This design comes from an exercise in tuning for small area on the open sky130 flow, not from production work.
Function was checked by simulation only, so behaviour that the tests miss may differ from the original.
No driver is modelled on the clock port, so clocking that relies on it looks cheaper here than on a real chip.
Power figures rest on the tool's default switching activity, not on a simulated workload.

==> nickel: inputs <==
// CODES
module CODES(
	input  clk,
	input  reset,
	input  enable,
	output available,
	input  [ADDR_WIDTH - 1:0] addr_in,
	input  [DATA_WIDTH - 1:0] data_in,
	input  [128:0] code,
	output genie_ovr,
	output [DATA_WIDTH - 1:0] genie_data
);
==> flow/config.mk <==
export PLATFORM = sky130hd
export DESIGN_NAME = CODES
export DESIGN_NICKNAME = CODES
export VERILOG_FILES = /design/flow/design.v
export SDC_FILE = /design/flow/constraint.sdc
export NUM_CORES = 4
export LEC_CHECK = 0
export CAP_MARGIN = 20
export CORE_MARGIN = 2
export CORE_UTILIZATION = 55
export SLEW_MARGIN = 20
export SYNTH_HIERARCHICAL = 1
==> flow/constraint.sdc <==
create_clock -name core_clock -period 10.0 [get_ports {clk}]
set_input_delay 2.0000 -clock core_clock [delete_from_list [all_inputs] [get_ports {clk}]]
set_output_delay 2.0000 -clock core_clock [all_outputs]
set_load 0.01 [all_outputs]
standard.sh (not shown) runs the stock make flow with config.mk's settings and CLKGATE_MAP_FILE= SYNTH_SCRIPT=/design/flow/synth_recipe.tcl, a recipe that flattens the netlist after the stock synthesis.
==> flow/flow/run.sh <==
#!/bin/bash
set -euo pipefail
HERE=$(pwd)
C=sky130_fd_sc_hd__clkbuf
export CTS_ARGS="-sink_clustering_enable -repair_clock_nets -dont_use_dummy_load -root_buf ${C}_16 -tree_buf ${C}_16 -sink_clustering_buffer ${C}_8 -buf_list {${C}_8 ${C}_16} -sink_clustering_size 20 -sink_clustering_max_diameter 60 -distance_between_buffers 100"
export POST_CTS_TCL="$HERE/flow/post_cts.tcl"
export FLOW_CLK_SLEW_LIM=0.09
bash standard.sh finish > "$HERE/flow_make.log" 2>&1
==> flow/flow/post_cts.tcl <==
# Upsize clock buffers whose sinks see a slow clock edge, then re-legalise.
set_propagated_clock [all_clocks]
estimate_parasitics -placement
proc my_sink_slew {c} {
  set z [get_pins -of_objects $c -filter "direction==output"]
  set net [get_nets -of_objects $z]
  set mx 0
  foreach p [get_pins -of_objects $net -filter "direction==input"] {
    set s [get_property $p slew_max]
    if {$s > $mx} { set mx $s }
  }
  return $mx
}
set lim $::env(FLOW_CLK_SLEW_LIM)
for {set it 0} {$it < 4} {incr it} {
  set n 0
  foreach c [get_cells clkbuf_*] {
    if {[my_sink_slew $c] > $lim} {
      set r [get_property $c ref_name]
      if {$r == "sky130_fd_sc_hd__clkbuf_4"} {
        replace_cell $c sky130_fd_sc_hd__clkbuf_8; incr n
      } elseif {$r == "sky130_fd_sc_hd__clkbuf_8"} {
        replace_cell $c sky130_fd_sc_hd__clkbuf_16; incr n
      }
    }
  }
  estimate_parasitics -placement
  puts "post_cts: pass $it upsized $n clock buffers"
  if {$n == 0} break
}
detailed_placement
check_placement -verbose
estimate_parasitics -placement
set mx 0
foreach p [get_pins -hierarchical */CLK] {
  set s [get_property $p slew_max]
  if {$s > $mx} { set mx $s }
}
puts "post_cts: max flip-flop clock slew $mx"
==> garnet: changes against nickel <==
==> flow/design.v (replaced) <==
module CODES(
	input  clk,
	input  reset,
	input  enable,
	output available,
	input  [ADDR_WIDTH - 1:0] addr_in,
	input  [DATA_WIDTH - 1:0] data_in,
	input  [128:0] code,
	output genie_ovr,
	output [DATA_WIDTH - 1:0] genie_data
);
parameter ADDR_WIDTH   = 24;
parameter DATA_WIDTH   = 8;
localparam MAX_CODES   = 32;
wire [ADDR_WIDTH-1:0] code_addr    = code[64+:ADDR_WIDTH];
wire [DATA_WIDTH-1:0] code_compare = code[32+:DATA_WIDTH];
wire [DATA_WIDTH-1:0] code_data    = code[0+:DATA_WIDTH];
wire                  code_comp_f  = code[96];
reg [ADDR_WIDTH-1:0] e_addr [MAX_CODES];
reg [DATA_WIDTH-1:0] e_cmp  [MAX_CODES];
reg [DATA_WIDTH-1:0] e_data [MAX_CODES];
reg                  e_cf   [MAX_CODES];
reg [5:0] count;
reg       code_change;
reg       zq;
assign available = |count;
wire [MAX_CODES-1:0] alloc_v;
genvar g;
generate
	for (g = 0; g < MAX_CODES; g = g + 1) begin : gv
		assign alloc_v[g] = (count > g);
	end
endgenerate
reg [MAX_CODES-1:0] dm;
always_comb begin
	for (int x = 0; x < MAX_CODES; x = x + 1)
		dm[x] = alloc_v[x] && (e_addr[x] == code_addr);
end
wire zhit      = (code_addr == 0) && !count[5];
wire found_dup = (|dm) || zhit;
wire load      = code[128] && !code_change;
wire alloc     = load && !found_dup && !count[5];
reg [MAX_CODES-1:0] we;
always_comb begin
	for (int x = 0; x < MAX_CODES; x = x + 1)
		we[x] = load && (dm[x] || (!found_dup && !count[5] && count[4:0] == x));
	we[MAX_CODES-1] = we[MAX_CODES-1] || (load && zhit);
end
always_ff @(posedge clk) begin
	for (int x = 0; x < MAX_CODES; x = x + 1) begin
		if (we[x]) begin
			e_addr[x] <= code_addr;
			e_cmp[x]  <= code_compare;
			e_data[x] <= code_data;
			e_cf[x]   <= code_comp_f;
		end
	end
end
always_ff @(posedge clk) begin
	if (reset) begin
		count       <= 0;
		code_change <= 0;
		zq          <= 0;
	end else begin
		code_change <= code[128];
		if (alloc) count <= count + 1'b1;
		if (load && zhit) zq <= 1;
	end
end
reg [MAX_CODES-1:0] m;
always_comb begin
	for (int x = 0; x < MAX_CODES; x = x + 1)
		m[x] = alloc_v[x] && (e_addr[x] == addr_in);
	m[MAX_CODES-1] = (alloc_v[MAX_CODES-1] || zq) && (e_addr[MAX_CODES-1] == addr_in);
end
reg [DATA_WIDTH-1:0] s_cmp, s_data;
reg                  s_cf;
always_comb begin
	s_cmp  = '0;
	s_data = '0;
	s_cf   = 0;
	for (int x = 0; x < MAX_CODES; x = x + 1) begin
		s_cmp  = s_cmp  | ({DATA_WIDTH{m[x]}} & e_cmp[x]);
		s_data = s_data | ({DATA_WIDTH{m[x]}} & e_data[x]);
		s_cf   = s_cf   | (m[x] & e_cf[x]);
	end
end
assign genie_ovr  = enable && (|m) && (!s_cf || s_cmp == data_in);
assign genie_data = s_data & {DATA_WIDTH{genie_ovr}};
endmodule
Settings changed: SYNTH_HIERARCHICAL 1 to default.
==> delta: changes against nickel <==
==> flow/design.v (replaced) <==
module CODES_ao22(
	input  t, n, k, q,
	output y
);
assign y = (t & n) | (k & q);
endmodule
module CODES_aoi2(
	input  a0, b0, a1, b1,
	output y
);
assign y = ~((a0 & b0) | (a1 & b1));
endmodule
module CODES_aoi3(
	input  a0, b0, a1, b1, a2, b2,
	output y
);
assign y = ~((a0 & b0) | (a1 & b1) | (a2 & b2));
endmodule
module CODES(
	input  clk,
	input  reset,
	input  enable,
	output available,
	input  [ADDR_WIDTH - 1:0] addr_in,
	input  [DATA_WIDTH - 1:0] data_in,
	input  [128:0] code,
	output genie_ovr,
	output [DATA_WIDTH - 1:0] genie_data
);
parameter ADDR_WIDTH   = 24;
parameter DATA_WIDTH   = 8;
localparam MAX_CODES   = 32;
wire [ADDR_WIDTH-1:0] code_addr    = code[64+:ADDR_WIDTH];
wire [DATA_WIDTH-1:0] code_compare = code[32+:DATA_WIDTH];
wire [DATA_WIDTH-1:0] code_data    = code[0+:DATA_WIDTH];
wire                  code_comp_f  = code[96];
wire [ADDR_WIDTH-1:0] e_addr [MAX_CODES];
wire [DATA_WIDTH-1:0] e_cmp  [MAX_CODES];
wire [DATA_WIDTH-1:0] e_data [MAX_CODES];
wire                  e_cf   [MAX_CODES];
reg [5:0] count;
reg       code_change;
reg       zq;
assign available = |count;
wire [MAX_CODES-1:0] alloc_v;
genvar g;
generate
	for (g = 0; g < MAX_CODES; g = g + 1) begin : gv
		assign alloc_v[g] = (count > g);
	end
endgenerate
reg [MAX_CODES-1:0] dm;
always_comb begin
	for (int x = 0; x < MAX_CODES; x = x + 1)
		dm[x] = alloc_v[x] && (e_addr[x] == code_addr);
end
wire zhit      = (code_addr == 0) && !count[5];
wire found_dup = (|dm) || zhit;
wire load      = code[128] && !code_change;
wire alloc     = load && !found_dup && !count[5];
reg [MAX_CODES-1:0] we;
always_comb begin
	for (int x = 0; x < MAX_CODES; x = x + 1)
		we[x] = load && (dm[x] || (!found_dup && !count[5] && count[4:0] == x));
	we[MAX_CODES-1] = we[MAX_CODES-1] || (load && zhit);
end
localparam EW = ADDR_WIDTH + 2*DATA_WIDTH + 1;
wire [EW-1:0] code_entry = {code_comp_f, code_addr, code_compare, code_data};
genvar g2;
generate
	for (g2 = 0; g2 < MAX_CODES; g2 = g2 + 1) begin : ge
		wire t = we[g2];
		wire k = !we[g2];
		reg  [EW-1:0] r;
		wire [EW-1:0] d;
		genvar b;
		for (b = 0; b < EW; b = b + 1) begin : gb
			CODES_ao22 u (.t(t), .n(code_entry[b]), .k(k), .q(r[b]), .y(d[b]));
		end
		always_ff @(posedge clk)
			r <= d;
		assign {e_cf[g2], e_addr[g2], e_cmp[g2], e_data[g2]} = r;
	end
endgenerate
always_ff @(posedge clk) begin
	if (reset) begin
		count       <= 0;
		code_change <= 0;
		zq          <= 0;
	end else begin
		code_change <= code[128];
		if (alloc) count <= count + 1'b1;
		if (load && zhit) zq <= 1;
	end
end
reg [MAX_CODES-1:0] m;
always_comb begin
	for (int x = 0; x < MAX_CODES; x = x + 1)
		m[x] = alloc_v[x] && (e_addr[x] == addr_in);
	m[MAX_CODES-1] = (alloc_v[MAX_CODES-1] || zq) && (e_addr[MAX_CODES-1] == addr_in);
end
localparam FW = 2*DATA_WIDTH + 1;
wire [FW-1:0] sel;
generate
	for (g2 = 0; g2 < FW; g2 = g2 + 1) begin : gs
		wire [MAX_CODES-1:0] dd;
		wire [10:0] nz;    
		genvar j;
		for (j = 0; j < MAX_CODES; j = j + 1) begin : gd
			assign dd[j] = {e_cf[j], e_cmp[j], e_data[j]} >> g2;
		end
		for (j = 0; j < 10; j = j + 1) begin : gj
			CODES_aoi3 u (.a0(m[3*j]), .b0(dd[3*j]), .a1(m[3*j+1]), .b1(dd[3*j+1]),
			              .a2(m[3*j+2]), .b2(dd[3*j+2]), .y(nz[j]));
		end
		CODES_aoi2 u_last (.a0(m[30]), .b0(dd[30]), .a1(m[31]), .b1(dd[31]), .y(nz[10]));
		assign sel[g2] = ~&nz;
	end
endgenerate
wire                  s_cf   = sel[FW-1];
wire [DATA_WIDTH-1:0] s_cmp  = sel[DATA_WIDTH+:DATA_WIDTH];
wire [DATA_WIDTH-1:0] s_data = sel[0+:DATA_WIDTH];
assign genie_ovr  = enable && (|m) && (!s_cf || s_cmp == data_in);
assign genie_data = s_data & {DATA_WIDTH{genie_ovr}};
endmodule
==> results.txt <==
outcome finished clean; Placed Area around 64000 um^2; CTS clk-pin slew, worst paths approximately 0.070 ns; Worst Setup SP addr_in[5]; Final min period 9.09 ns; largest family of logic cells by synthesized area compound AO/OA/AOI/OAI gates; DR WL met3 roughly 21 mm; Worst Hold Depth 1; Comb pwr share 0.144; power share of the sequential group 0.547; gpl congestion 0.936; most used flip-flop cell after synthesis dfxtp_1; FF/Latch Area 26400 um^2; leading registers by flop count ge.r: 1312 flops, count: 6 flops; Finished Cell Area between 60000 and 70000 um^2; clkbuf count 121; Slowest Stage Delay on Critical Path ~0.62 ns
[end of results for delta]
==> results.txt <==
Placed Area 66200 um^2; Final min period roughly 9.1 ns; Worst Hold Depth 2; leading registers by flop count e_addr: 768 flops, e_cmp: 256 flops, e_data: 256 flops; Comb pwr share 0.085; outcome finished clean; gpl congestion a little over 0.9; clkbuf count 125; power share of the sequential group 0.592; Finished Cell Area slightly below 70000 um^2; DR WL met3 ~25 mm; Worst Setup SP addr_in[6]; largest family of logic cells by synthesized area XOR/XNOR gates
[end of results for garnet]
==> results.txt <==
outcome complete, but fails checks; layout check faults negative setup slack; leading registers by flop count ge.an: 768 flops, ge.f: 544 flops, count: 6 flops; Placed Area just over 60000 um^2; DR WL met3 44.8 mm; FF/Latch Area roughly 26000 um^2; Finish-stage setup viols 2; CTS clk-pin slew, worst paths about 0.07 ns; Slowest Stage Delay on Critical Path around 0.80 ns; Worst Setup SP addr_in[15]; gpl congestion ~1.0; largest family of logic cells by synthesized area compound AO/OA/AOI/OAI gates; power share of the sequential group 0.548; Worst Hold Depth 1; most used flip-flop cell after synthesis dfxtp_1; Final min period 10.06 ns; Worst Slack Setup Final -0.0639 ns
[end of results for nickel]

==> re-timing with driven ports <==
Ports are ideal in the flow. The routed layouts listed here were re-timed in OpenROAD. Step 1 sets driving cells, clkbuf_16 on the clock port and buf_2 on the other inputs (assumed; they add their load-dependent delay and slew). Step 2, shift: input delay + t, output delay - t, t = (earliest + latest rising clock arrival at the registers) / 2. This alone moves slack from input paths to output paths. Three values: ideal ports, drivers, drivers and shift; two values: the first two.
run	t, ns	slack for setup (ns)	worst data-port slew with drivers (ns)	cell pins on the clock port's net
nickel	0.820	-0.064 / -0.090 / -0.090	0.06	1
garnet	0.815	0.928 / 0.900 / 0.900	0.05	1
delta	0.819	0.906 / 0.876 / 0.876	0.11	1
For delta, which loses most, drivers alone change the setup slack by -0.030 ns; drivers and shift together by -0.030 ns.
